Context: an optimization exercise on an open-source flow, tuned for small area and a short achievable clock period. The choices shown serve that exercise and are no tape-out recipe. Function was not checked in any run shown here: the RTL went through the layout flow alone.

==> design/flow/design.v <==
module MAC_25(
    input         sys_clk,
    input         sys_en,
    input         rst_n,
    input  [7:0]  data_in_a,
    input         sign_data_in_a,
    input  [7:0]  data_in_b,
    output [15:0] mul_output,
    output [24:0] mac_output
);
    wire [64:0] pp;
    wire [15:0] ra, rb, prod;
    wire [24:0] acc_next;
    reg  [24:0] acc;
    mac_pp u_pp(.data_in_a(data_in_a), .sign_data_in_a(sign_data_in_a), .data_in_b(data_in_b), .pp(pp));
    mac_tree u_tree(.pp(pp), .ra(ra), .rb(rb));
    mac_cpa u_cpa(.ra(ra), .rb(rb), .prod(prod));
    mac_acc u_acc(.sys_en(sys_en), .acc(acc), .prod(prod), .acc_next(acc_next));
    assign mul_output = prod;
    always @(posedge sys_clk or negedge rst_n) begin
        if (!rst_n)
            acc <= 25'd0;
        else
            acc <= acc_next;
    end
    assign mac_output = acc;
endmodule
module mac_pp(input [7:0] data_in_a, input sign_data_in_a, input [7:0] data_in_b, output [64:0] pp);
    wire [7:0] a = data_in_a;
    wire       t = sign_data_in_a;
    wire       bz = |data_in_b[6:0];
    wire [7:0] bp = {data_in_b[7] & bz, data_in_b[6:0]} ^ {8{t}};
    wire       sel1 = data_in_b[0];
    wire       sel2 = t & ~data_in_b[0];
    wire pp0_0 = (sel1 & a[0]);
    wire pp0_1 = (sel1 & a[1]) | (sel2 & a[0]);
    wire pp0_2 = (sel1 & a[2]) | (sel2 & a[1]);
    wire pp0_3 = (sel1 & a[3]) | (sel2 & a[2]);
    wire pp0_4 = (sel1 & a[4]) | (sel2 & a[3]);
    wire pp0_5 = (sel1 & a[5]) | (sel2 & a[4]);
    wire pp0_6 = (sel1 & a[6]) | (sel2 & a[5]);
    wire pp0_7 = (sel1 & a[7]) | (sel2 & a[6]);
    wire pp0_8 = (sel2 & a[7]);
    wire pp1_0 = a[0] & bp[1];
    wire pp1_1 = a[1] & bp[1];
    wire pp1_2 = a[2] & bp[1];
    wire pp1_3 = a[3] & bp[1];
    wire pp1_4 = a[4] & bp[1];
    wire pp1_5 = a[5] & bp[1];
    wire pp1_6 = a[6] & bp[1];
    wire pp1_7 = a[7] & bp[1];
    wire pp2_0 = a[0] & bp[2];
    wire pp2_1 = a[1] & bp[2];
    wire pp2_2 = a[2] & bp[2];
    wire pp2_3 = a[3] & bp[2];
    wire pp2_4 = a[4] & bp[2];
    wire pp2_5 = a[5] & bp[2];
    wire pp2_6 = a[6] & bp[2];
    wire pp2_7 = a[7] & bp[2];
    wire pp3_0 = a[0] & bp[3];
    wire pp3_1 = a[1] & bp[3];
    wire pp3_2 = a[2] & bp[3];
    wire pp3_3 = a[3] & bp[3];
    wire pp3_4 = a[4] & bp[3];
    wire pp3_5 = a[5] & bp[3];
    wire pp3_6 = a[6] & bp[3];
    wire pp3_7 = a[7] & bp[3];
    wire pp4_0 = a[0] & bp[4];
    wire pp4_1 = a[1] & bp[4];
    wire pp4_2 = a[2] & bp[4];
    wire pp4_3 = a[3] & bp[4];
    wire pp4_4 = a[4] & bp[4];
    wire pp4_5 = a[5] & bp[4];
    wire pp4_6 = a[6] & bp[4];
    wire pp4_7 = a[7] & bp[4];
    wire pp5_0 = a[0] & bp[5];
    wire pp5_1 = a[1] & bp[5];
    wire pp5_2 = a[2] & bp[5];
    wire pp5_3 = a[3] & bp[5];
    wire pp5_4 = a[4] & bp[5];
    wire pp5_5 = a[5] & bp[5];
    wire pp5_6 = a[6] & bp[5];
    wire pp5_7 = a[7] & bp[5];
    wire pp6_0 = a[0] & bp[6];
    wire pp6_1 = a[1] & bp[6];
    wire pp6_2 = a[2] & bp[6];
    wire pp6_3 = a[3] & bp[6];
    wire pp6_4 = a[4] & bp[6];
    wire pp6_5 = a[5] & bp[6];
    wire pp6_6 = a[6] & bp[6];
    wire pp6_7 = a[7] & bp[6];
    wire pp7_0 = ~(a[0] & bp[7]);
    wire pp7_1 = ~(a[1] & bp[7]);
    wire pp7_2 = ~(a[2] & bp[7]);
    wire pp7_3 = ~(a[3] & bp[7]);
    wire pp7_4 = ~(a[4] & bp[7]);
    wire pp7_5 = ~(a[5] & bp[7]);
    wire pp7_6 = ~(a[6] & bp[7]);
    wire pp7_7 = ~(a[7] & bp[7]);
    assign pp = {pp7_7, pp7_6, pp6_7, pp7_5, pp6_6, pp5_7, pp7_4, pp6_5, pp5_6, pp4_7, pp7_3, pp6_4, pp5_5, pp4_6, pp3_7, pp7_2, pp6_3, pp5_4, pp4_5, pp3_6, pp2_7, pp7_1, pp6_2, pp5_3, pp4_4, pp3_5, pp2_6, pp1_7, pp0_8, pp7_0, pp6_1, pp5_2, pp4_3, pp3_4, pp2_5, pp1_6, pp0_7, pp6_0, pp5_1, pp4_2, pp3_3, pp2_4, pp1_5, pp0_6, pp5_0, pp4_1, pp3_2, pp2_3, pp1_4, pp0_5, pp4_0, pp3_1, pp2_2, pp1_3, pp0_4, pp3_0, pp2_1, pp1_2, pp0_3, pp2_0, pp1_1, pp0_2, pp1_0, pp0_1, pp0_0};
endmodule
module mac_tree(input [64:0] pp, output [15:0] ra, output [15:0] rb);
    wire pp0_0 = pp[0];
    wire pp0_1 = pp[1];
    wire pp1_0 = pp[2];
    wire pp0_2 = pp[3];
    wire pp1_1 = pp[4];
    wire pp2_0 = pp[5];
    wire pp0_3 = pp[6];
    wire pp1_2 = pp[7];
    wire pp2_1 = pp[8];
    wire pp3_0 = pp[9];
    wire pp0_4 = pp[10];
    wire pp1_3 = pp[11];
    wire pp2_2 = pp[12];
    wire pp3_1 = pp[13];
    wire pp4_0 = pp[14];
    wire pp0_5 = pp[15];
    wire pp1_4 = pp[16];
    wire pp2_3 = pp[17];
    wire pp3_2 = pp[18];
    wire pp4_1 = pp[19];
    wire pp5_0 = pp[20];
    wire pp0_6 = pp[21];
    wire pp1_5 = pp[22];
    wire pp2_4 = pp[23];
    wire pp3_3 = pp[24];
    wire pp4_2 = pp[25];
    wire pp5_1 = pp[26];
    wire pp6_0 = pp[27];
    wire pp0_7 = pp[28];
    wire pp1_6 = pp[29];
    wire pp2_5 = pp[30];
    wire pp3_4 = pp[31];
    wire pp4_3 = pp[32];
    wire pp5_2 = pp[33];
    wire pp6_1 = pp[34];
    wire pp7_0 = pp[35];
    wire pp0_8 = pp[36];
    wire pp1_7 = pp[37];
    wire pp2_6 = pp[38];
    wire pp3_5 = pp[39];
    wire pp4_4 = pp[40];
    wire pp5_3 = pp[41];
    wire pp6_2 = pp[42];
    wire pp7_1 = pp[43];
    wire pp2_7 = pp[44];
    wire pp3_6 = pp[45];
    wire pp4_5 = pp[46];
    wire pp5_4 = pp[47];
    wire pp6_3 = pp[48];
    wire pp7_2 = pp[49];
    wire pp3_7 = pp[50];
    wire pp4_6 = pp[51];
    wire pp5_5 = pp[52];
    wire pp6_4 = pp[53];
    wire pp7_3 = pp[54];
    wire pp4_7 = pp[55];
    wire pp5_6 = pp[56];
    wire pp6_5 = pp[57];
    wire pp7_4 = pp[58];
    wire pp5_7 = pp[59];
    wire pp6_6 = pp[60];
    wire pp7_5 = pp[61];
    wire pp6_7 = pp[62];
    wire pp7_6 = pp[63];
    wire pp7_7 = pp[64];
    wire s1 = pp0_2 ^ pp1_1 ^ pp2_0;
    wire c2 = (pp0_2 & pp1_1) | (pp0_2 & pp2_0) | (pp1_1 & pp2_0);
    wire s3 = pp0_3 ^ pp1_2 ^ pp2_1;
    wire c4 = (pp0_3 & pp1_2) | (pp0_3 & pp2_1) | (pp1_2 & pp2_1);
    wire s5 = pp3_0 ^ c2 ^ s3;
    wire c6 = (pp3_0 & c2) | (pp3_0 & s3) | (c2 & s3);
    wire s7 = pp0_4 ^ pp1_3 ^ pp2_2;
    wire c8 = (pp0_4 & pp1_3) | (pp0_4 & pp2_2) | (pp1_3 & pp2_2);
    wire s9 = pp3_1 ^ pp4_0 ^ c4;
    wire c10 = (pp3_1 & pp4_0) | (pp3_1 & c4) | (pp4_0 & c4);
    wire s11 = s7 ^ c6 ^ s9;
    wire c12 = (s7 & c6) | (s7 & s9) | (c6 & s9);
    wire s13 = pp0_5 ^ pp1_4 ^ pp2_3;
    wire c14 = (pp0_5 & pp1_4) | (pp0_5 & pp2_3) | (pp1_4 & pp2_3);
    wire s15 = pp3_2 ^ pp4_1 ^ pp5_0;
    wire c16 = (pp3_2 & pp4_1) | (pp3_2 & pp5_0) | (pp4_1 & pp5_0);
    wire s17 = c8 ^ s13 ^ s15;
    wire c18 = (c8 & s13) | (c8 & s15) | (s13 & s15);
    wire s19 = c10 ^ s17 ^ c12;
    wire c20 = (c10 & s17) | (c10 & c12) | (s17 & c12);
    wire s21 = pp0_6 ^ pp1_5 ^ pp2_4;
    wire c22 = (pp0_6 & pp1_5) | (pp0_6 & pp2_4) | (pp1_5 & pp2_4);
    wire s23 = pp3_3 ^ pp4_2 ^ pp5_1;
    wire c24 = (pp3_3 & pp4_2) | (pp3_3 & pp5_1) | (pp4_2 & pp5_1);
    wire s25 = pp6_0 ^ c14 ^ c16;
    wire c26 = (pp6_0 & c14) | (pp6_0 & c16) | (c14 & c16);
    wire s27 = s21 ^ s23 ^ c18;
    wire c28 = (s21 & s23) | (s21 & c18) | (s23 & c18);
    wire s29 = s25 ^ s27;
    wire c30 = s25 & s27;
    wire s31 = 1'b1 ^ pp0_7 ^ pp1_6;
    wire c32 = (1'b1 & pp0_7) | (1'b1 & pp1_6) | (pp0_7 & pp1_6);
    wire s33 = pp2_5 ^ pp3_4 ^ pp4_3;
    wire c34 = (pp2_5 & pp3_4) | (pp2_5 & pp4_3) | (pp3_4 & pp4_3);
    wire s35 = pp5_2 ^ pp6_1 ^ c22;
    wire c36 = (pp5_2 & pp6_1) | (pp5_2 & c22) | (pp6_1 & c22);
    wire s37 = c24 ^ s31 ^ s33;
    wire c38 = (c24 & s31) | (c24 & s33) | (s31 & s33);
    wire s39 = pp7_0 ^ c26 ^ s35;
    wire c40 = (pp7_0 & c26) | (pp7_0 & s35) | (c26 & s35);
    wire s41 = s37 ^ c28 ^ s39;
    wire c42 = (s37 & c28) | (s37 & s39) | (c28 & s39);
    wire s43 = pp0_8 ^ pp1_7 ^ pp2_6;
    wire c44 = (pp0_8 & pp1_7) | (pp0_8 & pp2_6) | (pp1_7 & pp2_6);
    wire s45 = pp3_5 ^ pp4_4 ^ pp5_3;
    wire c46 = (pp3_5 & pp4_4) | (pp3_5 & pp5_3) | (pp4_4 & pp5_3);
    wire s47 = pp6_2 ^ c32 ^ c34;
    wire c48 = (pp6_2 & c32) | (pp6_2 & c34) | (c32 & c34);
    wire s49 = s43 ^ s45 ^ pp7_1;
    wire c50 = (s43 & s45) | (s43 & pp7_1) | (s45 & pp7_1);
    wire s51 = c36 ^ c38 ^ s47;
    wire c52 = (c36 & c38) | (c36 & s47) | (c38 & s47);
    wire s53 = s49 ^ c40 ^ s51;
    wire c54 = (s49 & c40) | (s49 & s51) | (c40 & s51);
    wire s55 = pp2_7 ^ pp3_6 ^ pp4_5;
    wire c56 = (pp2_7 & pp3_6) | (pp2_7 & pp4_5) | (pp3_6 & pp4_5);
    wire s57 = pp5_4 ^ pp6_3 ^ c44;
    wire c58 = (pp5_4 & pp6_3) | (pp5_4 & c44) | (pp6_3 & c44);
    wire s59 = c46 ^ s55 ^ pp7_2;
    wire c60 = (c46 & s55) | (c46 & pp7_2) | (s55 & pp7_2);
    wire s61 = c48 ^ s57 ^ c50;
    wire c62 = (c48 & s57) | (c48 & c50) | (s57 & c50);
    wire s63 = s59 ^ c52 ^ s61;
    wire c64 = (s59 & c52) | (s59 & s61) | (c52 & s61);
    wire s65 = pp3_7 ^ pp4_6 ^ pp5_5;
    wire c66 = (pp3_7 & pp4_6) | (pp3_7 & pp5_5) | (pp4_6 & pp5_5);
    wire s67 = pp6_4 ^ c56 ^ s65;
    wire c68 = (pp6_4 & c56) | (pp6_4 & s65) | (c56 & s65);
    wire s69 = pp7_3 ^ c58 ^ s67;
    wire c70 = (pp7_3 & c58) | (pp7_3 & s67) | (c58 & s67);
    wire s71 = c60 ^ s69 ^ c62;
    wire c72 = (c60 & s69) | (c60 & c62) | (s69 & c62);
    wire s73 = pp4_7 ^ pp5_6 ^ pp6_5;
    wire c74 = (pp4_7 & pp5_6) | (pp4_7 & pp6_5) | (pp5_6 & pp6_5);
    wire s75 = c66 ^ s73 ^ pp7_4;
    wire c76 = (c66 & s73) | (c66 & pp7_4) | (s73 & pp7_4);
    wire s77 = c68 ^ s75 ^ c70;
    wire c78 = (c68 & s75) | (c68 & c70) | (s75 & c70);
    wire s79 = pp5_7 ^ pp6_6 ^ c74;
    wire c80 = (pp5_7 & pp6_6) | (pp5_7 & c74) | (pp6_6 & c74);
    wire s81 = pp7_5 ^ s79 ^ c76;
    wire c82 = (pp7_5 & s79) | (pp7_5 & c76) | (s79 & c76);
    wire s83 = pp6_7 ^ pp7_6 ^ c80;
    wire c84 = (pp6_7 & pp7_6) | (pp6_7 & c80) | (pp7_6 & c80);
    assign ra = {1'b1, pp7_7, s83, s81, s77, c64, c54, c42, c30, s29, s19, s11, s5, s1, pp0_1, pp0_0};
    assign rb = {1'b0, c84, c82, c78, c72, s71, s63, s53, s41, c20, 1'b0, 1'b0, 1'b0, 1'b0, pp1_0, 1'b0};
endmodule
module mac_cpa(input [15:0] ra, input [15:0] rb, output [15:0] prod);
    wire [15:0] g85 = ra & rb;
    wire [15:0] p86 = ra ^ rb;
    wire G87 = g85[1] | (p86[1] & g85[0]);
    wire P88 = p86[1] & p86[0];
    wire G89 = g85[3] | (p86[3] & g85[2]);
    wire P90 = p86[3] & p86[2];
    wire G91 = g85[5] | (p86[5] & g85[4]);
    wire P92 = p86[5] & p86[4];
    wire G93 = g85[7] | (p86[7] & g85[6]);
    wire P94 = p86[7] & p86[6];
    wire G95 = g85[9] | (p86[9] & g85[8]);
    wire P96 = p86[9] & p86[8];
    wire G97 = g85[11] | (p86[11] & g85[10]);
    wire P98 = p86[11] & p86[10];
    wire G99 = g85[13] | (p86[13] & g85[12]);
    wire P100 = p86[13] & p86[12];
    wire G101 = g85[15] | (p86[15] & g85[14]);
    wire P102 = p86[15] & p86[14];
    wire G103 = g85[2] | (p86[2] & G87);
    wire P104 = p86[2] & P88;
    wire G105 = G89 | (P90 & G87);
    wire P106 = P90 & P88;
    wire G107 = g85[6] | (p86[6] & G91);
    wire P108 = p86[6] & P92;
    wire G109 = G93 | (P94 & G91);
    wire P110 = P94 & P92;
    wire G111 = g85[10] | (p86[10] & G95);
    wire P112 = p86[10] & P96;
    wire G113 = G97 | (P98 & G95);
    wire P114 = P98 & P96;
    wire G115 = g85[14] | (p86[14] & G99);
    wire P116 = p86[14] & P100;
    wire G117 = G101 | (P102 & G99);
    wire P118 = P102 & P100;
    wire G119 = g85[4] | (p86[4] & G105);
    wire P120 = p86[4] & P106;
    wire G121 = G91 | (P92 & G105);
    wire P122 = P92 & P106;
    wire G123 = G107 | (P108 & G105);
    wire P124 = P108 & P106;
    wire G125 = G109 | (P110 & G105);
    wire P126 = P110 & P106;
    wire G127 = g85[12] | (p86[12] & G113);
    wire P128 = p86[12] & P114;
    wire G129 = G99 | (P100 & G113);
    wire P130 = P100 & P114;
    wire G131 = G115 | (P116 & G113);
    wire P132 = P116 & P114;
    wire G133 = G117 | (P118 & G113);
    wire P134 = P118 & P114;
    wire G135 = g85[8] | (p86[8] & G125);
    wire P136 = p86[8] & P126;
    wire G137 = G95 | (P96 & G125);
    wire P138 = P96 & P126;
    wire G139 = G111 | (P112 & G125);
    wire P140 = P112 & P126;
    wire G141 = G113 | (P114 & G125);
    wire P142 = P114 & P126;
    wire G143 = G127 | (P128 & G125);
    wire P144 = P128 & P126;
    wire G145 = G129 | (P130 & G125);
    wire P146 = P130 & P126;
    wire G147 = G131 | (P132 & G125);
    wire P148 = P132 & P126;
    wire G149 = G133 | (P134 & G125);
    wire P150 = P134 & P126;
    assign prod = p86 ^ {G147, G145, G143, G141, G139, G137, G135, G125, G123, G121, G119, G105, G103, G87, g85[0], 1'b0};
endmodule
module mac_acc(input sys_en, input [24:0] acc, input [15:0] prod, output [24:0] acc_next);
    wire [15:0] pg = prod & {16{sys_en}};
    wire cy16;
    wire [15:0] lo_sum;
    wire [15:0] g151 = acc[15:0] & pg;
    wire [15:0] p152 = acc[15:0] ^ pg;
    wire G153 = g151[1] | (p152[1] & g151[0]);
    wire P154 = p152[1] & p152[0];
    wire G155 = g151[3] | (p152[3] & g151[2]);
    wire P156 = p152[3] & p152[2];
    wire G157 = g151[5] | (p152[5] & g151[4]);
    wire P158 = p152[5] & p152[4];
    wire G159 = g151[7] | (p152[7] & g151[6]);
    wire P160 = p152[7] & p152[6];
    wire G161 = g151[9] | (p152[9] & g151[8]);
    wire P162 = p152[9] & p152[8];
    wire G163 = g151[11] | (p152[11] & g151[10]);
    wire P164 = p152[11] & p152[10];
    wire G165 = g151[13] | (p152[13] & g151[12]);
    wire P166 = p152[13] & p152[12];
    wire G167 = g151[15] | (p152[15] & g151[14]);
    wire P168 = p152[15] & p152[14];
    wire G169 = g151[2] | (p152[2] & G153);
    wire P170 = p152[2] & P154;
    wire G171 = G155 | (P156 & G153);
    wire P172 = P156 & P154;
    wire G173 = g151[6] | (p152[6] & G157);
    wire P174 = p152[6] & P158;
    wire G175 = G159 | (P160 & G157);
    wire P176 = P160 & P158;
    wire G177 = g151[10] | (p152[10] & G161);
    wire P178 = p152[10] & P162;
    wire G179 = G163 | (P164 & G161);
    wire P180 = P164 & P162;
    wire G181 = g151[14] | (p152[14] & G165);
    wire P182 = p152[14] & P166;
    wire G183 = G167 | (P168 & G165);
    wire P184 = P168 & P166;
    wire G185 = g151[4] | (p152[4] & G171);
    wire P186 = p152[4] & P172;
    wire G187 = G157 | (P158 & G171);
    wire P188 = P158 & P172;
    wire G189 = G173 | (P174 & G171);
    wire P190 = P174 & P172;
    wire G191 = G175 | (P176 & G171);
    wire P192 = P176 & P172;
    wire G193 = g151[12] | (p152[12] & G179);
    wire P194 = p152[12] & P180;
    wire G195 = G165 | (P166 & G179);
    wire P196 = P166 & P180;
    wire G197 = G181 | (P182 & G179);
    wire P198 = P182 & P180;
    wire G199 = G183 | (P184 & G179);
    wire P200 = P184 & P180;
    wire G201 = g151[8] | (p152[8] & G191);
    wire P202 = p152[8] & P192;
    wire G203 = G161 | (P162 & G191);
    wire P204 = P162 & P192;
    wire G205 = G177 | (P178 & G191);
    wire P206 = P178 & P192;
    wire G207 = G179 | (P180 & G191);
    wire P208 = P180 & P192;
    wire G209 = G193 | (P194 & G191);
    wire P210 = P194 & P192;
    wire G211 = G195 | (P196 & G191);
    wire P212 = P196 & P192;
    wire G213 = G197 | (P198 & G191);
    wire P214 = P198 & P192;
    wire G215 = G199 | (P200 & G191);
    wire P216 = P200 & P192;
    assign lo_sum = p152 ^ {G213, G211, G209, G207, G205, G203, G201, G191, G189, G187, G185, G171, G169, G153, g151[0], 1'b0};
    assign cy16 = G215;
    assign acc_next[15:0] = lo_sum;
    wire inc = cy16 & ~pg[15];
    wire dec = pg[15] & ~cy16;
    wire [8:0] hi = acc[24:16];
    wire [8:0] ones, zeros;
    assign ones[0] = 1'b1;
    assign zeros[0] = 1'b1;
    assign ones[1] = ones[0] & hi[0];
    assign zeros[1] = zeros[0] & ~hi[0];
    assign ones[2] = ones[1] & hi[1];
    assign zeros[2] = zeros[1] & ~hi[1];
    assign ones[3] = ones[2] & hi[2];
    assign zeros[3] = zeros[2] & ~hi[2];
    assign ones[4] = ones[3] & hi[3];
    assign zeros[4] = zeros[3] & ~hi[3];
    assign ones[5] = ones[4] & hi[4];
    assign zeros[5] = zeros[4] & ~hi[4];
    assign ones[6] = ones[5] & hi[5];
    assign zeros[6] = zeros[5] & ~hi[5];
    assign ones[7] = ones[6] & hi[6];
    assign zeros[7] = zeros[6] & ~hi[6];
    assign ones[8] = ones[7] & hi[7];
    assign zeros[8] = zeros[7] & ~hi[7];
    assign acc_next[24:16] = hi ^ (({9{inc}} & ones) | ({9{dec}} & zeros));
endmodule
==> design/flow/flow/run.sh <==
#!/bin/bash
set -euo pipefail
sed 's/yosys synth -nofsm -noshare/yosys synth -nofsm -noshare -noabc/' synth_recipe.tcl > my_synth.tcl
bash standard.sh "SYNTH_SCRIPT=$PWD/my_synth.tcl" "BUFFER_PORTS_ARGS=-buffer_cell sky130_fd_sc_hd__buf_1" finish > standard.log 2>&1
==> design/flow/standard.sh <==
#!/bin/bash
# synth_recipe.tcl (not shown) runs the flow's synth.tcl, then flattens the netlist and writes it again
# the make line also repeats each setting of config.mk as NAME=value (left out here)
make -C /OpenROAD-flow-scripts/flow DESIGN_CONFIG=/design/flow/config.mk WORK_HOME=/design/flow/orfs CLKGATE_MAP_FILE= SYNTH_SCRIPT=/design/flow/synth_recipe.tcl "${@:-finish}"
==> design/flow/config.mk <==
export PLATFORM = sky130hd
export DESIGN_NAME = MAC_25
export DESIGN_NICKNAME = MAC_25
export VERILOG_FILES = /design/flow/design.v
export SDC_FILE = /design/flow/constraint.sdc
export NUM_CORES = 4
export LEC_CHECK = 0
export CAP_MARGIN = 20
export CORE_MARGIN = 2
export CORE_UTILIZATION = 40
export SETUP_SLACK_MARGIN = 2.5
export SLEW_MARGIN = 20
==> design/flow/constraint.sdc <==
create_clock -name core_clock -period 12.0 [get_ports {sys_clk}]
set_input_delay 2.4000 -clock core_clock [delete_from_list [all_inputs] [get_ports {sys_clk}]]
set_output_delay 2.4000 -clock core_clock [all_outputs]
set_load 0.01 [all_outputs]
==> out/qor.csv, run 1 <==
metric,value,unit
total number of clock tree sinks,25,
classification of the worst setup path,input port to output port,
sequential-to-total area share from yosys stat,17.9,%
summed negative setup slack over all endpoints,0,ps
Congestion Overflow GR,0,
total CTS buffers,3,
RSZ-0062 raised after global routing,yes,
area of the mapped netlist,3490,µm²
detailed-route via count,2592,
routed length per placed instance,13.8,µm
proportion of register bits with asynchronous set or reset after synthesis,100,%
starting density of the core,40.6,%
Overall Global Routing Usage,15.2,%
total iterations of the first detailed-routing run,4,
die width,97.4,µm
slew at the pin closest to its max-slew limit,572,ps
crit-path leading delay family,adder cells,
max-capacitance violation count,0,
wire length of the first global-routing pass,12.0,mm
maximum clock frequency,108,MHz
deepest level of the CTS H-tree,1,
clk root buf,sky130_fd_sc_hd__clkbuf_8,
clock network latency to the later pin of the worst-skew pair,270,ps
proportion of layout cells with a drive suffix above 1,5.51,%
number of synthesized flops with an enable pin,0,
endpoints failing setup,0,
"critical path, cell by cell",clkbuf_4 > xor2_2 > and2_1 > fa_1 > fa_1 > inv_1 > fa_1 > inv_1 > fa_1 > ha_1 > and4_1 > a221oi_4 > inv_1 > fa_1 > xor2_1 > clkbuf_2,
initial antenna violation count,0,
wire length after detailed routing,7.00,mm
worst-path fanout max,8,
critical path data required time,9600,ps
Placeable Area,8590,µm²
diodes inserted,0,
count of final max-slew check failures,0,
worst hold path cell count,1,
total I/O pin count,61,
die height,97.4,µm
Critical Path End Type,output port,
number of flip-flops in the largest register,25,
detailed router's first-iteration violation count,85,
Die Outline Area,9480,µm²
number of cells produced by synthesis,341,
drt drc,0,
cell count of the worst reg-to-reg path,13,
Final #Nets,496,
pin count of the biggest net entering global routing,26,
signed area change from the synthesized netlist to the final layout,12.8,%
leading register cell type out of synthesis,sky130_fd_sc_hd__dfrtp_1,
register containing the most flip-flops in the final layout,acc,
Final Hold Fails,0,
estimated wirelength of the detail-placed design,5.98,mm
# rows,34,
TritonCTS clock tree,built,
Post-Syn Nets,437,
placer's final routability congestion estimate,0.820,
fin crit share,77.2,%
worst clock skew on the final layout,4.94,ps
largest stage delay on the critical path,500,ps
buffers plus inverters on the worst setup path,5,
Synth cell types,47,
element type at the critical path start,input port,
critical path's most frequent cell,sky130_fd_sc_hd__fa_1,
Critical Path Slowest Stage Cell,sky130_fd_sc_hd__fa_1,
via count of the first global-routing pass,2621,
vias per cell,5.11,
CP Depth,16,
worst rel slew slack,61.7,%
setup slack of the most critical reg-to-reg path,8690,ps
final antenna-violating net count,0,
status,no timing/DRC/antenna violations,
"Hold-fix buffers, CTS",0,
setup repair bufs after CTS,0,
registers with the most flip-flops,acc (25),
Yosys reg bits,25,
class of the tightest hold or removal check,flop to flop,
number of buffer cells added on primary ports,60,
Max Buffers Root-to-Sink,2,
Ys Warns,1,
average size of a mapped cell,10.2,µm²
Worst EP arrival,6860,ps
clk slew on worst S/H paths,90,ps
worst hold margin,501,ps
post-route minimum period,9260,ps
==> final timing paths <==
check / from / endpoint
max in group asynchronous: rst_n / acc[23]$_DFF_PN0_
worst max register to register: acc[0]$_DFF_PN0_ / acc[24]$_DFF_PN0_
worst min-delay path: acc[24]$_DFF_PN0_ / acc[24]$_DFF_PN0_
worst max-delay path: sign_data_in_a / mul_output[9]
min in group asynchronous: rst_n / acc[16]$_DFF_PN0_
worst min register to register: acc[24]$_DFF_PN0_ / acc[24]$_DFF_PN0_
==> kinds of logic (layout without fill, tap and decap cells) <==
family / Yosys count / count (layout) / synth area share [%]
compound gates: 56 / 56 / 12.2
flops: 25 / 25 / 17.9
buf+inv: 30 / 88 / 3.59
fa+ha+maj: 76 / 76 / 37.0
simple gates: 118 / 118 / 20.1
mux: 2 / 2 / 0.574
xor+xnor: 34 / 34 / 8.54
==> layout by cell type, fill, tap and decap left out, types with 2 or more instances in the layout <==
master                     instances
sky130_fd_sc_hd__nor2_1            9
sky130_fd_sc_hd__xnor2_1          13
sky130_fd_sc_hd__a21o_1            8
sky130_fd_sc_hd__fa_1             45
sky130_fd_sc_hd__ha_1             31
sky130_fd_sc_hd__nand3b_1          2
sky130_fd_sc_hd__nor2b_1           4
sky130_fd_sc_hd__clkbuf_8          3
sky130_fd_sc_hd__and2_1           64
sky130_fd_sc_hd__inv_1            23
sky130_fd_sc_hd__nor2b_2           2
sky130_fd_sc_hd__nand2_1          11
sky130_fd_sc_hd__o211ai_1          5
sky130_fd_sc_hd__xor2_2            4
sky130_fd_sc_hd__nor3_1            4
sky130_fd_sc_hd__o21bai_1          2
sky130_fd_sc_hd__o21a_1            3
sky130_fd_sc_hd__and4_1            2
sky130_fd_sc_hd__a22oi_1           2
sky130_fd_sc_hd__o21ai_0           6
sky130_fd_sc_hd__nand3_1           5
sky130_fd_sc_hd__and3_1            6
sky130_fd_sc_hd__mux2i_1           2
sky130_fd_sc_hd__buf_1            57
sky130_fd_sc_hd__nand4_1           2
sky130_fd_sc_hd__a21oi_1          10
sky130_fd_sc_hd__xor2_1           16
sky130_fd_sc_hd__o21ai_1           2
sky130_fd_sc_hd__a22o_1            6
sky130_fd_sc_hd__dfrtp_1          25
==> synth_stat cells, types with 7 or more instances <==
cell type | count | share of area [%]
sky130_fd_sc_hd__nand2_1 | 11 | 1.2
sky130_fd_sc_hd__a21oi_1 | 10 | 1.4
sky130_fd_sc_hd__xor2_1 | 20 | 5.0
sky130_fd_sc_hd__and2_1 | 64 | 11
sky130_fd_sc_hd__inv_1 | 23 | 2.5
sky130_fd_sc_hd__fa_1 | 45 | 26
sky130_fd_sc_hd__ha_1 | 31 | 11
sky130_fd_sc_hd__nor2_1 | 9 | 0.97
sky130_fd_sc_hd__xnor2_1 | 14 | 3.5
sky130_fd_sc_hd__o21ai_0 | 7 | 1.0
sky130_fd_sc_hd__dfrtp_1 | 25 | 18
sky130_fd_sc_hd__a21o_1 | 8 | 1.7
==> metal layers <==
metal / up-vias / share of wire [%] / track usage (%)
met4: 0 / 0.79 / 1.50
met2: 45 / 50 / 26.6
met3: 6 / 3.2 / 2.37
met1: 1275 / 46 / 20.7
li1: 1266 / - / -
met5: - / 0 / 0
==> worst register-to-register path, cell delays in order (launching register included) <==
cell                       delay, ps
sky130_fd_sc_hd__dfrtp_1         400
sky130_fd_sc_hd__ha_1            220
sky130_fd_sc_hd__fa_1            450
sky130_fd_sc_hd__a211oi_1        400
sky130_fd_sc_hd__o211ai_1        220
sky130_fd_sc_hd__a21oi_4         240
sky130_fd_sc_hd__o21ai_1         150
sky130_fd_sc_hd__a21o_1          200
sky130_fd_sc_hd__ha_1            230
sky130_fd_sc_hd__and4_1          260
sky130_fd_sc_hd__nand4_1         110
sky130_fd_sc_hd__nor2_1           60
sky130_fd_sc_hd__mux2i_1         160
sky130_fd_sc_hd__xnor2_1         140
==> per-stage QoR <==
stage               cell area (µm²)  setup WS, ps  instances  utilization, %
floorplan                      3490          3030        341               -
global placement               3810          2280        503            44.4
detailed placement             3810          2170        503            44.4
CTS                            3860          2600        507            45.0
global route                   3930          2490        507            45.8
finish                         3930          2740        507            45.8
==> layout make-up <==
| cell class | instances | area [µm²] |
|---|---|---|
| clock inverters | 1 | 5.00 |
| inverters | 23 | 86.3 |
| repair buffers | 61 | 239 |
| well taps | 108 | 135 |
| clock buffers | 3 | 41.3 |
| fillers | 878 | 4660 |
| multi-input cells | 286 | 2800 |
| flip-flops and latches | 25 | 626 |
==> what timing repair did <==
item                                    CTS  global route
pin swaps                                 0             1
gates resized for setup                   2            13
endpoints found under the setup margin    5            10
gates cloned                              0             0
==> run 2: changes to the inputs <==
--- a/design/flow/design.v
+++ b/design/flow/design.v
@@ -91,10 +91,11 @@
     wire pp6_7 = a[7] & bp[6];
-    wire pp7_0 = ~(a[0] & bp[7]);
-    wire pp7_1 = ~(a[1] & bp[7]);
-    wire pp7_2 = ~(a[2] & bp[7]);
-    wire pp7_3 = ~(a[3] & bp[7]);
-    wire pp7_4 = ~(a[4] & bp[7]);
-    wire pp7_5 = ~(a[5] & bp[7]);
-    wire pp7_6 = ~(a[6] & bp[7]);
-    wire pp7_7 = ~(a[7] & bp[7]);
+    wire nbp7 = ~bp[7];
+    wire pp7_0 = ~a[0] | nbp7;
+    wire pp7_1 = ~a[1] | nbp7;
+    wire pp7_2 = ~a[2] | nbp7;
+    wire pp7_3 = ~a[3] | nbp7;
+    wire pp7_4 = ~a[4] | nbp7;
+    wire pp7_5 = ~a[5] | nbp7;
+    wire pp7_6 = ~a[6] | nbp7;
+    wire pp7_7 = ~a[7] | nbp7;
     assign pp = {pp7_7, pp7_6, pp6_7, pp7_5, pp6_6, pp5_7, pp7_4, pp6_5, pp5_6, pp4_7, pp7_3, pp6_4, pp5_5, pp4_6, pp3_7, pp7_2, pp6_3, pp5_4, pp4_5, pp3_6, pp2_7, pp7_1, pp6_2, pp5_3, pp4_4, pp3_5, pp2_6, pp1_7, pp0_8, pp7_0, pp6_1, pp5_2, pp4_3, pp3_4, pp2_5, pp1_6, pp0_7, pp6_0, pp5_1, pp4_2, pp3_3, pp2_4, pp1_5, pp0_6, pp5_0, pp4_1, pp3_2, pp2_3, pp1_4, pp0_5, pp4_0, pp3_1, pp2_2, pp1_3, pp0_4, pp3_0, pp2_1, pp1_2, pp0_3, pp2_0, pp1_1, pp0_2, pp1_0, pp0_1, pp0_0};
==> out/qor.csv, run 2 <==
metric,value,unit
proportion of layout cells with a drive suffix above 1,6.05,%
placer's final routability congestion estimate,0.842,
signed area change from the synthesized netlist to the final layout,11.9,%
"commonest non-fill, non-tap cells in the layout","61 x sky130_fd_sc_hd__and2_1, 58 x sky130_fd_sc_hd__buf_1, 45 x sky130_fd_sc_hd__fa_1",
Max Buffers Root-to-Sink,2,
utilization after layout,46.6,%
summed negative setup slack over all endpoints,0,ps
leading register cell type out of synthesis,sky130_fd_sc_hd__dfrtp_1,
cell type contributing the most total cell area after synthesis,sky130_fd_sc_hd__fa_1,
total CTS buffers,3,
DP Cell Count,480,
Final Hold Fails,0,
estimated wirelength of the detail-placed design,6.02,mm
total iterations of the first detailed-routing run,4,
Worst EP arrival,6780,ps
Critical Path End Type,output port,
clk root buf,sky130_fd_sc_hd__clkbuf_8,
Final #Nets,477,
drt drc,0,
sequential-to-total area share from yosys stat,18.2,%
number of flip-flops in the largest register,25,
setup slack of the most critical reg-to-reg path,8490,ps
Critical Path Slowest Stage Cell,sky130_fd_sc_hd__fa_1,
Finished Layout Cells,485,
post-place instance area,3740,µm²
worst clock skew on the final layout,1.95,ps
Synth cell types,53,
wire length after detailed routing,7.27,mm
Congestion Overflow GR,0,
fin crit share,76.5,%
initial antenna violation count,0,
die height,96.7,µm
proportion of register bits with asynchronous set or reset after synthesis,100,%
number of cells produced by synthesis,323,
cell count of the worst reg-to-reg path,13,
routed length per placed instance,15.0,µm
average size of a mapped cell,10.7,µm²
detailed router's first-iteration violation count,83,
final instance area,3850,µm²
detailed-route via count,2547,
pin count of the biggest net entering global routing,26,
critical path data required time,9600,ps
Hold EP,acc[24]$_DFF_PN0_,
total I/O pin count,61,
worst-path fanout max,8,
Overall Global Routing Usage,16.0,%
most used standard cells in the synthesized netlist,"61 x sky130_fd_sc_hd__and2_1, 45 x sky130_fd_sc_hd__fa_1, 31 x sky130_fd_sc_hd__ha_1, 25 x sky130_fd_sc_hd__dfrtp_1, 21 x sky130_fd_sc_hd__xor2_1",
fraction of post-synthesis cell area in the top cell type by area,26.2,%
largest stage delay on the critical path,530,ps
highest signal layer in the routed design,met4,
total length of routed met3 wires,215,µm
number of buffer cells added on primary ports,60,
"most common cell after layout, fill and taps aside",sky130_fd_sc_hd__and2_1,
registers with the most flip-flops,acc (25),
clk slew on worst S/H paths,90,ps
Ys Warns,1,
starting density of the core,41.7,%
classification of the worst setup path,input port to output port,
endpoint of the most critical register-to-register path,acc[23]$_DFF_PN0_,
vias per cell,5.25,
Yosys reg bits,25,
maximum clock frequency,109,MHz
endpoints failing setup,0,
class of the tightest hold or removal check,flop to flop,
register containing the most flip-flops in the final layout,acc,
# rows,33,
worst hold path cell count,1,
deepest level of the CTS H-tree,1,
via count of the first global-routing pass,2692,
count of final max-slew check failures,0,
number of synthesized flops with an enable pin,0,
Worst Setup SP,sign_data_in_a,
die width,96.7,µm
post-route minimum period,9180,ps
final antenna-violating net count,0,
wire length of the first global-routing pass,12.6,mm
area of the mapped netlist,3440,µm²
Die Outline Area,9360,µm²
critical path's most frequent cell,sky130_fd_sc_hd__fa_1,
Met1 Wirelength,3.41,mm
worst hold path startpoint,acc[24]$_DFF_PN0_,
max-capacitance violation count,0,
Placeable Area,8260,µm²
slew at the pin closest to its max-slew limit,599,ps
synth top area cells,"sky130_fd_sc_hd__fa_1 26%, sky130_fd_sc_hd__dfrtp_1 18%, sky130_fd_sc_hd__ha_1 11%",
RSZ-0062 raised after global routing,no,
clock network latency to the later pin of the worst-skew pair,270,ps
diodes inserted,0,
worst rel slew slack,60.0,%
status,no timing/DRC/antenna violations,
detailed-routed wire length on met2,3.59,mm
TritonCTS clock tree,built,
total number of clock tree sinks,25,
"critical path, cell by cell",clkbuf_4 > xor2_2 > and2_1 > fa_1 > fa_1 > fa_1 > fa_1 > ha_1 > and4_1 > a221oi_4 > buf_4 > nor2_1 > and4bb_2 > or3_1 > buf_1,
most repeated cell in the gate-level netlist after synthesis,sky130_fd_sc_hd__and2_1,
element type at the critical path start,input port,
Post-Syn Nets,419,
startpoint of the worst-slack reg-to-reg timing path,acc[0]$_DFF_PN0_,
run 2: cell types whose count changed after synthesis, sizes merged, moves of 3 or more:
cell | previous run | this run
inv | 23 | 4
nand2 | 11 | 18
nand3 | 5 | 0
a21o | 8 | 5
and2 | 64 | 61
nor2b | 6 | 3
o211ai | 5 | 2
or3 | 0 | 3
run 2: worst max-delay path: cells and delay by family:
kind	cells	cell delay [ps]
xor+xnor	1	250
simple gates	5	1190
buf+inv	3	510
fa+ha+maj	5	2330
compound gates	1	80
run 2: area by class of cell:
cell class | count | area, µm²
well taps | 105 | 131
flip-flops and latches | 25 | 626
clock buffers | 4 | 45.0
inverters | 4 | 15.0
repair buffers | 62 | 245
fillers | 818 | 4410
multi-input cells | 285 | 2790
run 2: per-layer routing:
metal,track usage (%),vias to the layer above
li1,-,1226
met5,0,-
met1,22.3,1268
met2,26.9,47
met4,2.71,0
met3,2.60,6
run 2: worst max-delay path by stage:
stage | endpoint | slack [ps] | depth (start not counted)
6_report | mul_output[13] | 2820 | 15
4_1_cts | mul_output[9] | 2540 | 14
5_1_grt | mul_output[15] | 2560 | 15
2_1_floorplan | acc[24]$_DFF_PN0_ | 3000 | 27
3_3_place_gp | acc[24]$_DFF_PN0_ | 2420 | 26
3_5_place_dp | acc[24]$_DFF_PN0_ | 2270 | 26
run 2: logic make-up after synthesis:
family	count (synthesis)	share of synthesized area [%]
and+or+nand+nor	121	21.1
adders and majority gates	76	37.5
AOI/OAI and AO/OA	50	11.3
xor gates and xnor gates	35	8.91
DFF	25	18.2
buffers and inverters	13	2.22
muxes	3	0.873
run 2: repair_timing:
action                                  in CTS  in global routing
cloned                                       0                  0
endpoints found under the setup margin       1                  9
gates resized for setup                      2                  8
pin swaps                                    0                  1
buffers inserted                             0                  1
hold buffers                                 0                  0
run 2: stage by stage:
stage               hold WS [ps]  setup slack [ps]
floorplan                    508              3000
global placement             463              2420
detailed placement           481              2270
CTS                          494              2540
global route                 503              2560
finish                       482              2820
==> run 3: changes to the inputs <==
--- a/design/flow/design.v
+++ b/design/flow/design.v
@@ -206,4 +206,4 @@
     wire c38 = (c24 & s31) | (c24 & s33) | (s31 & s33);
-    wire s39 = pp7_0 ^ c26 ^ s35;
-    wire c40 = (pp7_0 & c26) | (pp7_0 & s35) | (c26 & s35);
+    wire s39 = c26 ^ pp7_0 ^ s35;
+    wire c40 = (c26 & pp7_0) | (c26 & s35) | (pp7_0 & s35);
     wire s41 = s37 ^ c28 ^ s39;
@@ -216,8 +216,8 @@
     wire c48 = (pp6_2 & c32) | (pp6_2 & c34) | (c32 & c34);
-    wire s49 = s43 ^ s45 ^ pp7_1;
-    wire c50 = (s43 & s45) | (s43 & pp7_1) | (s45 & pp7_1);
-    wire s51 = c36 ^ c38 ^ s47;
-    wire c52 = (c36 & c38) | (c36 & s47) | (c38 & s47);
-    wire s53 = s49 ^ c40 ^ s51;
-    wire c54 = (s49 & c40) | (s49 & s51) | (c40 & s51);
+    wire s49 = s43 ^ s45 ^ c36;
+    wire c50 = (s43 & s45) | (s43 & c36) | (s45 & c36);
+    wire s51 = c38 ^ pp7_1 ^ s47;
+    wire c52 = (c38 & pp7_1) | (c38 & s47) | (pp7_1 & s47);
+    wire s53 = c40 ^ s49 ^ s51;
+    wire c54 = (c40 & s49) | (c40 & s51) | (s49 & s51);
     wire s55 = pp2_7 ^ pp3_6 ^ pp4_5;
@@ -226,8 +226,8 @@
     wire c58 = (pp5_4 & pp6_3) | (pp5_4 & c44) | (pp6_3 & c44);
-    wire s59 = c46 ^ s55 ^ pp7_2;
-    wire c60 = (c46 & s55) | (c46 & pp7_2) | (s55 & pp7_2);
-    wire s61 = c48 ^ s57 ^ c50;
-    wire c62 = (c48 & s57) | (c48 & c50) | (s57 & c50);
-    wire s63 = s59 ^ c52 ^ s61;
-    wire c64 = (s59 & c52) | (s59 & s61) | (c52 & s61);
+    wire s59 = c46 ^ s55 ^ c48;
+    wire c60 = (c46 & s55) | (c46 & c48) | (s55 & c48);
+    wire s61 = pp7_2 ^ s57 ^ c50;
+    wire c62 = (pp7_2 & s57) | (pp7_2 & c50) | (s57 & c50);
+    wire s63 = c52 ^ s59 ^ s61;
+    wire c64 = (c52 & s59) | (c52 & s61) | (s59 & s61);
     wire s65 = pp3_7 ^ pp4_6 ^ pp5_5;
@@ -236,4 +236,4 @@
     wire c68 = (pp6_4 & c56) | (pp6_4 & s65) | (c56 & s65);
-    wire s69 = pp7_3 ^ c58 ^ s67;
-    wire c70 = (pp7_3 & c58) | (pp7_3 & s67) | (c58 & s67);
+    wire s69 = c58 ^ pp7_3 ^ s67;
+    wire c70 = (c58 & pp7_3) | (c58 & s67) | (pp7_3 & s67);
     wire s71 = c60 ^ s69 ^ c62;
@@ -242,6 +242,6 @@
     wire c74 = (pp4_7 & pp5_6) | (pp4_7 & pp6_5) | (pp5_6 & pp6_5);
-    wire s75 = c66 ^ s73 ^ pp7_4;
-    wire c76 = (c66 & s73) | (c66 & pp7_4) | (s73 & pp7_4);
-    wire s77 = c68 ^ s75 ^ c70;
-    wire c78 = (c68 & s75) | (c68 & c70) | (s75 & c70);
+    wire s75 = c66 ^ s73 ^ c68;
+    wire c76 = (c66 & s73) | (c66 & c68) | (s73 & c68);
+    wire s77 = pp7_4 ^ c70 ^ s75;
+    wire c78 = (pp7_4 & c70) | (pp7_4 & s75) | (c70 & s75);
     wire s79 = pp5_7 ^ pp6_6 ^ c74;
@@ -250,10 +250,16 @@
     wire c82 = (pp7_5 & s79) | (pp7_5 & c76) | (s79 & c76);
-    wire s83 = pp6_7 ^ pp7_6 ^ c80;
-    wire c84 = (pp6_7 & pp7_6) | (pp6_7 & c80) | (pp7_6 & c80);
-    assign ra = {1'b1, pp7_7, s83, s81, s77, c64, c54, c42, c30, s29, s19, s11, s5, s1, pp0_1, pp0_0};
-    assign rb = {1'b0, c84, c82, c78, c72, s71, s63, s53, s41, c20, 1'b0, 1'b0, 1'b0, 1'b0, pp1_0, 1'b0};
+    wire s83 = pp6_7 ^ c80 ^ pp7_6;
+    wire c84 = (pp6_7 & c80) | (pp6_7 & pp7_6) | (c80 & pp7_6);
+    assign ra = {1'b1, pp7_7, s83, c78, s77, c64, c54, c42, c30, c20, s19, s11, s5, s1, pp0_1, pp0_0};
+    assign rb = {1'b0, c84, c82, s81, c72, s71, s63, s53, s41, s29, 1'b0, 1'b0, 1'b0, 1'b0, pp1_0, 1'b0};
 endmodule
 module mac_cpa(input [15:0] ra, input [15:0] rb, output [15:0] prod);
-    wire [15:0] g85 = ra & rb;
-    wire [15:0] p86 = ra ^ rb;
+    assign prod = ra + rb;
+endmodule
+module mac_acc(input sys_en, input [24:0] acc, input [15:0] prod, output [24:0] acc_next);
+    wire [15:0] pg = prod & {16{sys_en}};
+    wire cy16;
+    wire [15:0] lo_sum;
+    wire [15:0] g85 = acc[15:0] & pg;
+    wire [15:0] p86 = acc[15:0] ^ pg;
     wire G87 = g85[1] | (p86[1] & g85[0]);
@@ -322,76 +328,4 @@
     wire P150 = P134 & P126;
-    assign prod = p86 ^ {G147, G145, G143, G141, G139, G137, G135, G125, G123, G121, G119, G105, G103, G87, g85[0], 1'b0};
-endmodule
-module mac_acc(input sys_en, input [24:0] acc, input [15:0] prod, output [24:0] acc_next);
-    wire [15:0] pg = prod & {16{sys_en}};
-    wire cy16;
-    wire [15:0] lo_sum;
-    wire [15:0] g151 = acc[15:0] & pg;
-    wire [15:0] p152 = acc[15:0] ^ pg;
-    wire G153 = g151[1] | (p152[1] & g151[0]);
-    wire P154 = p152[1] & p152[0];
-    wire G155 = g151[3] | (p152[3] & g151[2]);
-    wire P156 = p152[3] & p152[2];
-    wire G157 = g151[5] | (p152[5] & g151[4]);
-    wire P158 = p152[5] & p152[4];
-    wire G159 = g151[7] | (p152[7] & g151[6]);
-    wire P160 = p152[7] & p152[6];
-    wire G161 = g151[9] | (p152[9] & g151[8]);
-    wire P162 = p152[9] & p152[8];
-    wire G163 = g151[11] | (p152[11] & g151[10]);
-    wire P164 = p152[11] & p152[10];
-    wire G165 = g151[13] | (p152[13] & g151[12]);
-    wire P166 = p152[13] & p152[12];
-    wire G167 = g151[15] | (p152[15] & g151[14]);
-    wire P168 = p152[15] & p152[14];
-    wire G169 = g151[2] | (p152[2] & G153);
-    wire P170 = p152[2] & P154;
-    wire G171 = G155 | (P156 & G153);
-    wire P172 = P156 & P154;
-    wire G173 = g151[6] | (p152[6] & G157);
-    wire P174 = p152[6] & P158;
-    wire G175 = G159 | (P160 & G157);
-    wire P176 = P160 & P158;
-    wire G177 = g151[10] | (p152[10] & G161);
-    wire P178 = p152[10] & P162;
-    wire G179 = G163 | (P164 & G161);
-    wire P180 = P164 & P162;
-    wire G181 = g151[14] | (p152[14] & G165);
-    wire P182 = p152[14] & P166;
-    wire G183 = G167 | (P168 & G165);
-    wire P184 = P168 & P166;
-    wire G185 = g151[4] | (p152[4] & G171);
-    wire P186 = p152[4] & P172;
-    wire G187 = G157 | (P158 & G171);
-    wire P188 = P158 & P172;
-    wire G189 = G173 | (P174 & G171);
-    wire P190 = P174 & P172;
-    wire G191 = G175 | (P176 & G171);
-    wire P192 = P176 & P172;
-    wire G193 = g151[12] | (p152[12] & G179);
-    wire P194 = p152[12] & P180;
-    wire G195 = G165 | (P166 & G179);
-    wire P196 = P166 & P180;
-    wire G197 = G181 | (P182 & G179);
-    wire P198 = P182 & P180;
-    wire G199 = G183 | (P184 & G179);
-    wire P200 = P184 & P180;
-    wire G201 = g151[8] | (p152[8] & G191);
-    wire P202 = p152[8] & P192;
-    wire G203 = G161 | (P162 & G191);
-    wire P204 = P162 & P192;
-    wire G205 = G177 | (P178 & G191);
-    wire P206 = P178 & P192;
-    wire G207 = G179 | (P180 & G191);
-    wire P208 = P180 & P192;
-    wire G209 = G193 | (P194 & G191);
-    wire P210 = P194 & P192;
-    wire G211 = G195 | (P196 & G191);
-    wire P212 = P196 & P192;
-    wire G213 = G197 | (P198 & G191);
-    wire P214 = P198 & P192;
-    wire G215 = G199 | (P200 & G191);
-    wire P216 = P200 & P192;
-    assign lo_sum = p152 ^ {G213, G211, G209, G207, G205, G203, G201, G191, G189, G187, G185, G171, G169, G153, g151[0], 1'b0};
-    assign cy16 = G215;
+    assign lo_sum = p86 ^ {G147, G145, G143, G141, G139, G137, G135, G125, G123, G121, G119, G105, G103, G87, g85[0], 1'b0};
+    assign cy16 = G149;
     assign acc_next[15:0] = lo_sum;
==> out/qor.csv, run 3 <==
metric,value,unit
die width,96.3,µm
Ys Warns,1,
classification of the worst setup path,input port to output port,
deepest level of the CTS H-tree,1,
synth top area cells,"sky130_fd_sc_hd__fa_1 26%, sky130_fd_sc_hd__dfrtp_1 18%, sky130_fd_sc_hd__and2_1 12%",
total iterations of the first detailed-routing run,4,
fraction of post-synthesis cell area in the top cell type by area,25.8,%
clock network latency to the later pin of the worst-skew pair,270,ps
final antenna-violating net count,0,
Max Buffers Root-to-Sink,2,
Post-Syn Nets,420,
max-capacitance violation count,0,
status,no timing/DRC/antenna violations,
critical path's most frequent cell,sky130_fd_sc_hd__fa_1,
most repeated cell in the gate-level netlist after synthesis,sky130_fd_sc_hd__and2_1,
via count of the first global-routing pass,2508,
worst clock skew on the final layout,7.76,ps
Die Outline Area,9270,µm²
total number of clock tree sinks,25,
estimated wirelength of the detail-placed design,5.88,mm
number of buffer cells added on primary ports,60,
crit-path leading delay family,adder cells,
setup repair bufs after CTS,0,
buffers plus inverters on the worst setup path,2,
wire length of the first global-routing pass,11.9,mm
maximum clock frequency,108,MHz
clk slew on worst S/H paths,80,ps
worst-path fanout max,8,
class of the tightest hold or removal check,flop to flop,
slew at the pin closest to its max-slew limit,718,ps
Yosys reg bits,25,
Final #Nets,479,
Final Hold Fails,0,
initial antenna violation count,0,
worst rel slew slack,51.8,%
count of final max-slew check failures,0,
wire length after detailed routing,7.08,mm
number of synthesized flops with an enable pin,0,
TritonCTS clock tree,built,
pin count of the biggest net entering global routing,26,
starting density of the core,41.3,%
element type at the critical path start,input port,
post-route minimum period,9240,ps
die height,96.3,µm
number of cells produced by synthesis,326,
"commonest non-fill, non-tap cells in the layout","64 x sky130_fd_sc_hd__and2_1, 58 x sky130_fd_sc_hd__buf_1, 44 x sky130_fd_sc_hd__fa_1",
total CTS buffers,3,
Congestion Overflow GR,0,
most used standard cells in the synthesized netlist,"64 x sky130_fd_sc_hd__and2_1, 44 x sky130_fd_sc_hd__fa_1, 30 x sky130_fd_sc_hd__ha_1, 25 x sky130_fd_sc_hd__dfrtp_1, 20 x sky130_fd_sc_hd__xor2_1",
registers with the most flip-flops,acc (25),
average size of a mapped cell,10.5,µm²
drt drc,0,
placer's final routability congestion estimate,0.797,
detailed router's first-iteration violation count,70,
critical path data required time,9600,ps
# rows,33,
"most common cell after layout, fill and taps aside",sky130_fd_sc_hd__and2_1,
Critical Path Slowest Stage Cell,sky130_fd_sc_hd__fa_1,
proportion of layout cells with a drive suffix above 1,4.69,%
area of the mapped netlist,3410,µm²
total I/O pin count,61,
proportion of register bits with asynchronous set or reset after synthesis,100,%
endpoints failing setup,0,
Overall Global Routing Usage,16.3,%
clk root buf,sky130_fd_sc_hd__clkbuf_8,
Worst EP arrival,6840,ps
signed area change from the synthesized netlist to the final layout,12.0,%
fin crit share,77.0,%
summed negative setup slack over all endpoints,0,ps
diodes inserted,0,
utilization after layout,46.2,%
vias per cell,5.17,
"critical path, cell by cell",clkbuf_2 > xor2_1 > and2_1 > fa_1 > fa_1 > fa_1 > fa_1 > fa_1 > ha_1 > a21oi_1 > o21ai_0 > a31o_2 > a31oi_1 > buf_1,
Critical Path End Type,output port,
largest stage delay on the critical path,470,ps
register containing the most flip-flops in the final layout,acc,
leading register cell type out of synthesis,sky130_fd_sc_hd__dfrtp_1,
routed length per placed instance,14.5,µm
Placeable Area,8260,µm²
RSZ-0062 raised after global routing,no,
cell type contributing the most total cell area after synthesis,sky130_fd_sc_hd__fa_1,
worst hold margin,468,ps
Synth cell types,42,
detailed-route via count,2527,
"Hold-fix buffers, CTS",0,
sequential-to-total area share from yosys stat,18.4,%
number of flip-flops in the largest register,25,
[run 3: changes by cell type after synthesis, moves of 3 or more]
cell,previous run,this run
sky130_fd_sc_hd__o21ai_0,4,10
sky130_fd_sc_hd__a21o_1,5,10
sky130_fd_sc_hd__o21a_1,5,2
sky130_fd_sc_hd__nor2_1,10,5
sky130_fd_sc_hd__nand3_1,0,5
sky130_fd_sc_hd__or3_1,3,0
sky130_fd_sc_hd__xnor2_1,14,18
sky130_fd_sc_hd__and2_1,61,64
[run 3: timing repair]
action | in CTS | in global routing
endpoints found under the setup margin | 0 | 6
gates resized for setup | 0 | 6
endpoints found under the hold margin | 0 | 0
[run 3: per-stage QoR]
step	cells	setup slack, ps	instance area [µm²]
floorplan	326	3140	3410
global placement	485	2570	3740
detailed placement	485	2550	3740
CTS	489	2560	3780
global route	489	2500	3820
finish	489	2760	3820
[run 3: layer usage]
metal | GRT usage (%) | routed length (µm) | vias up
li1 | - | - | 1235
met1 | 23.5 | 3350 | 1256
met2 | 26.9 | 3530 | 34
met3 | 2.11 | 171 | 2
met4 | 2.23 | 27 | 0
met5 | 0 | 0 | -
[run 3: cell families after synthesis]
logic type,share of synthesized area [%]
buffers and inverters,1.65
muxes,1.17
adders and majority gates,36.9
xor gates and xnor gates,9.77
DFF,18.4
and+or+nand+nor,19.5
AOI/OAI and AO/OA,12.7
[run 3: worst reg2reg max path: stages, from the launching register on]
cell	delay (ps)
sky130_fd_sc_hd__dfrtp_1	400
sky130_fd_sc_hd__ha_1	220
sky130_fd_sc_hd__fa_1	460
sky130_fd_sc_hd__a211oi_1	300
sky130_fd_sc_hd__o211ai_1	240
sky130_fd_sc_hd__a221oi_4	400
sky130_fd_sc_hd__o221ai_2	190
sky130_fd_sc_hd__a21oi_1	170
sky130_fd_sc_hd__ha_1	190
sky130_fd_sc_hd__or4b_4	490
sky130_fd_sc_hd__nor3_4	170
sky130_fd_sc_hd__nand2b_1	110
sky130_fd_sc_hd__o21ai_0	210
sky130_fd_sc_hd__xor2_1	190
[run 3: worst paths after layout]
kind	end	slack, ps	cells past startpoint	start
setup / recovery	mul_output[15]	2760	14	sign_data_in_a
hold / removal	acc[24]$_DFF_PN0_	470	1	acc[24]$_DFF_PN0_
setup reg to reg	acc[23]$_DFF_PN0_	8170	13	acc[0]$_DFF_PN0_
hold reg to reg	acc[24]$_DFF_PN0_	470	1	acc[24]$_DFF_PN0_
max in group asynchronous	acc[6]$_DFF_PN0_	9640	2	rst_n
min in group asynchronous	acc[13]$_DFF_PN0_	2100	2	rst_n
[run 3: cell type report]
cell class,count,area [µm²]
Clock buffer,4,45.0
Fill cell,827,4440
Inverter,6,22.5
Multi-Input combinational cell,288,2760
Sequential cell,25,626
Tap cell,105,131
Timing Repair Buffer,61,235
==> run 4: changes to the inputs <==
--- a/design/flow/design.v
+++ b/design/flow/design.v
@@ -256,10 +256,4 @@
 module mac_cpa(input [15:0] ra, input [15:0] rb, output [15:0] prod);
-    assign prod = ra + rb;
-endmodule
-module mac_acc(input sys_en, input [24:0] acc, input [15:0] prod, output [24:0] acc_next);
-    wire [15:0] pg = prod & {16{sys_en}};
-    wire cy16;
-    wire [15:0] lo_sum;
-    wire [15:0] g85 = acc[15:0] & pg;
-    wire [15:0] p86 = acc[15:0] ^ pg;
+    wire [15:0] g85 = ra & rb;
+    wire [15:0] p86 = ra ^ rb;
     wire G87 = g85[1] | (p86[1] & g85[0]);
@@ -328,4 +322,41 @@
     wire P150 = P134 & P126;
-    assign lo_sum = p86 ^ {G147, G145, G143, G141, G139, G137, G135, G125, G123, G121, G119, G105, G103, G87, g85[0], 1'b0};
-    assign cy16 = G149;
+    assign prod = p86 ^ {G147, G145, G143, G141, G139, G137, G135, G125, G123, G121, G119, G105, G103, G87, g85[0], 1'b0};
+endmodule
+module mac_acc(input sys_en, input [24:0] acc, input [15:0] prod, output [24:0] acc_next);
+    wire [15:0] pg = prod & {16{sys_en}};
+    wire cy16;
+    wire [15:0] lo_sum;
+    wire [15:0] g151 = acc[15:0] & pg;
+    wire [15:0] p152 = acc[15:0] ^ pg;
+    wire G153 = g151[1] | (p152[1] & g151[0]);
+    wire G154 = g151[2] | (p152[2] & G153);
+    wire G155 = g151[3] | (p152[3] & G154);
+    wire G156 = g151[4] | (p152[4] & G155);
+    wire G157 = g151[5] | (p152[5] & G156);
+    wire G158 = g151[6] | (p152[6] & G157);
+    wire G159 = g151[7] | (p152[7] & G158);
+    wire G160 = g151[8] | (p152[8] & G159);
+    wire G161 = g151[9] | (p152[9] & G160);
+    wire G162 = g151[11] | (p152[11] & g151[10]);
+    wire P163 = p152[11] & p152[10];
+    wire G164 = g151[13] | (p152[13] & g151[12]);
+    wire P165 = p152[13] & p152[12];
+    wire G166 = g151[15] | (p152[15] & g151[14]);
+    wire P167 = p152[15] & p152[14];
+    wire G168 = g151[12] | (p152[12] & G162);
+    wire P169 = p152[12] & P163;
+    wire G170 = G164 | (P165 & G162);
+    wire P171 = P165 & P163;
+    wire G172 = g151[14] | (p152[14] & G170);
+    wire P173 = p152[14] & P171;
+    wire G174 = G166 | (P167 & G170);
+    wire P175 = P167 & P171;
+    wire G176 = g151[10] | (p152[10] & G161);
+    wire G177 = G162 | (P163 & G161);
+    wire G178 = G168 | (P169 & G161);
+    wire G179 = G170 | (P171 & G161);
+    wire G180 = G172 | (P173 & G161);
+    wire G181 = G174 | (P175 & G161);
+    assign lo_sum = p152 ^ {G180, G179, G178, G177, G176, G161, G160, G159, G158, G157, G156, G155, G154, G153, g151[0], 1'b0};
+    assign cy16 = G181;
     assign acc_next[15:0] = lo_sum;
==> out/qor.csv, run 4 <==
metric,value,unit
detailed router's first-iteration violation count,72,
total I/O pin count,61,
Placeable Area,7690,µm²
detailed-route via count,2276,
starting density of the core,41.1,%
Overall Global Routing Usage,15.3,%
"Hold-fix buffers, CTS",0,
largest stage delay on the critical path,590,ps
worst hold margin,474,ps
total iterations of the first detailed-routing run,4,
synth top area cells,"sky130_fd_sc_hd__fa_1 32%, sky130_fd_sc_hd__dfrtp_1 20%, sky130_fd_sc_hd__and2_1 12%",
register containing the most flip-flops in the final layout,acc,
max-capacitance violation count,0,
vias per cell,4.98,
critical path data required time,9600,ps
critical path's most frequent cell,sky130_fd_sc_hd__fa_1,
Met1 Wirelength,2.68,mm
endpoints failing setup,0,
wire length of the first global-routing pass,10.6,mm
Final #Nets,450,
total number of clock tree sinks,25,
wire length after detailed routing,6.18,mm
# rows,32,
proportion of register bits with asynchronous set or reset after synthesis,100,%
area of combinational cells with multiple inputs,2620,µm²
count of filler cells inserted in the layout,753,
clock network latency to the later pin of the worst-skew pair,270,ps
class of the tightest hold or removal check,flop to flop,
area of the mapped netlist,3160,µm²
"most common cell after layout, fill and taps aside",sky130_fd_sc_hd__and2_1,
RSZ-0062 raised after global routing,no,
Max Buffers Root-to-Sink,2,
total CTS buffers,3,
Critical Path Slowest Stage Cell,sky130_fd_sc_hd__fa_1,
"critical path, cell by cell",clkbuf_2 > xor2_4 > and2_1 > fa_1 > fa_1 > fa_1 > fa_1 > ha_4 > and4_1 > a221o_1 > a221o_1 > o41a_1 > a21oi_1 > buf_1,
signed area change from the synthesized netlist to the final layout,17.8,%
Die Outline Area,8620,µm²
worst-path fanout max,6,
worst rel slew slack,57.1,%
Ys Warns,1,
slew at the pin closest to its max-slew limit,643,ps
deepest level of the CTS H-tree,1,
status,no timing/DRC/antenna violations,
element type at the critical path start,input port,
detailed-routed wire length on met2,3.19,mm
cell type contributing the most total cell area after synthesis,sky130_fd_sc_hd__fa_1,
leading register cell type out of synthesis,sky130_fd_sc_hd__dfrtp_1,
number of buffer cells added on primary ports,60,
Synth cell types,34,
proportion of layout cells with a drive suffix above 1,10.7,%
average size of a mapped cell,10.7,µm²
placer's final routability congestion estimate,0.826,
summed negative setup slack over all endpoints,0,ps
clk root buf,sky130_fd_sc_hd__clkbuf_8,
area used by sequential logic in the layout,626,µm²
maximum clock frequency,108,MHz
Worst EP arrival,6840,ps
fraction of post-synthesis cell area in the top cell type by area,32.3,%
estimated wirelength of the detail-placed design,5.14,mm
sequential-to-total area share from yosys stat,19.8,%
number of synthesized flops with an enable pin,0,
registers with the most flip-flops,acc (25),
"commonest non-fill, non-tap cells in the layout","59 x sky130_fd_sc_hd__and2_1, 52 x sky130_fd_sc_hd__buf_1, 43 x sky130_fd_sc_hd__fa_1",
diodes inserted,0,
drt drc,0,
final antenna-violating net count,0,
total length of routed met3 wires,220,µm
pin count of the biggest net entering global routing,26,
Post-Syn Nets,390,
initial antenna violation count,0,
die width,92.9,µm
count of final max-slew check failures,0,
routed length per placed instance,13.5,µm
buffers plus inverters on the worst setup path,2,
Final Hold Fails,0,
die height,92.9,µm
Critical Path End Type,output port,
Yosys reg bits,25,
TritonCTS clock tree,built,
post-route minimum period,9240,ps
most used standard cells in the synthesized netlist,"60 x sky130_fd_sc_hd__and2_1, 51 x sky130_fd_sc_hd__fa_1, 29 x sky130_fd_sc_hd__nand2_1, 25 x sky130_fd_sc_hd__dfrtp_1, 23 x sky130_fd_sc_hd__ha_1",
crit-path leading delay family,adder cells,
via count of the first global-routing pass,2274,
highest signal layer in the routed design,met4,
classification of the worst setup path,input port to output port,
fin crit share,77.0,%
clk slew on worst S/H paths,90,ps
worst clock skew on the final layout,3.54,ps
number of cells produced by synthesis,296,
Congestion Overflow GR,0,
number of flip-flops in the largest register,25,
most repeated cell in the gate-level netlist after synthesis,sky130_fd_sc_hd__and2_1,
[run 4: worst register-to-register path, delay by kind of cell (launching register included)]
kind                       cells  cell delay (ps)
adders and majority gates     11             3970
and+or+nand+nor                3             1020
AOI/OAI and AO/OA              4              720
DFF                            1              390
xor gates and xnor gates       1              130
muxes                          1              110
[run 4: area by class of cell]
type | instances | share of cell area (%)
inverters | 5 | 0.504
clock buffers | 4 | 1.21
flip-flops and latches | 25 | 16.8
multi-input cells | 257 | 70.5
well taps | 102 | 3.43
repair buffers | 64 | 7.53
[run 4: stage by stage]
stage | setup WS [ps] | area [µm²] | util [%] | cells
floorplan | 2510 | 3230 | - | 296
global placement | 1680 | 3530 | 46.0 | 450
detailed placement | 1590 | 3530 | 46.0 | 450
CTS | 2510 | 3640 | 47.3 | 454
global route | 2510 | 3720 | 48.4 | 457
finish | 2760 | 3720 | 48.4 | 457
[run 4: worst paths after layout]
check | depth (start not counted) | from | slack [ps] | endpoint
setup / recovery | 14 | data_in_b[2] | 2760 | mul_output[15]
hold / removal | 1 | acc[24]$_DFF_PN0_ | 470 | acc[24]$_DFF_PN0_
setup reg to reg | 20 | acc[0]$_DFF_PN0_ | 5550 | acc[23]$_DFF_PN0_
hold reg to reg | 1 | acc[24]$_DFF_PN0_ | 470 | acc[24]$_DFF_PN0_
max in group asynchronous | 2 | rst_n | 9650 | acc[0]$_DFF_PN0_
min in group asynchronous | 2 | rst_n | 2100 | acc[18]$_DFF_PN0_
[run 4: logic make-up after synthesis]
| kind of cell | share of synthesized area (%) |
|---|---|
| and+or+nand+nor | 20.4 |
| adders and majority gates | 41.4 |
| xor gates and xnor gates | 8.59 |
| AOI/OAI and AO/OA | 6.18 |
| DFF | 19.8 |
| buffers and inverters | 2.02 |
| muxes | 1.58 |
[run 4: layer usage]
metal | GRT usage, % | vias up
met5 | 0 | -
met4 | 2.45 | 0
met3 | 2.77 | 10
met2 | 26.0 | 46
met1 | 20.9 | 1135
li1 | - | 1085
[run 4: what timing repair did]
item,4_1_cts,5_1_grt
resized for setup,9,18
hold endpoints to repair,0,0
setup buffers,0,3
endpoints found under the setup margin,13,9
pin swaps,0,7

port drivers added, routing unchanged:
Ports are ideal in the flow. The routed layouts listed here were re-timed in OpenROAD. Step 1: set_driving_cell puts a clkbuf_16 on sys_clk and a buf_2 on each other input, an assumption about the parent block. Step 2 also shifts input and output timing later by t, the mid clock arrival at the registers, as if the neighbouring blocks saw the same clock. a / b / c = no drivers / after step 1 / after step 2; a / b = the first two.
run	t (ns)	setup slack, ns	clock arrival spread, ns	worst register clock-pin slew, ns	worst slew at a driven data input, ns
run 1	0.292	2.738 / 2.718 / 2.697	0.005 / 0.005	0.09 / 0.09	0.03
run 2	0.296	2.825 / 2.800 / 2.718	0.002 / 0.002	0.09 / 0.09	0.03
run 3	0.294	2.761 / 2.738 / 2.656	0.008 / 0.008	0.09 / 0.09	0.03
run 4	0.290	2.762 / 2.740 / 2.549	0.003 / 0.004	0.09 / 0.09	0.06
After both steps setup and hold are still met in every run listed. The setup slack of run 4, which loses most, moves by -0.022 ns with the drivers and by -0.213 ns with both steps.
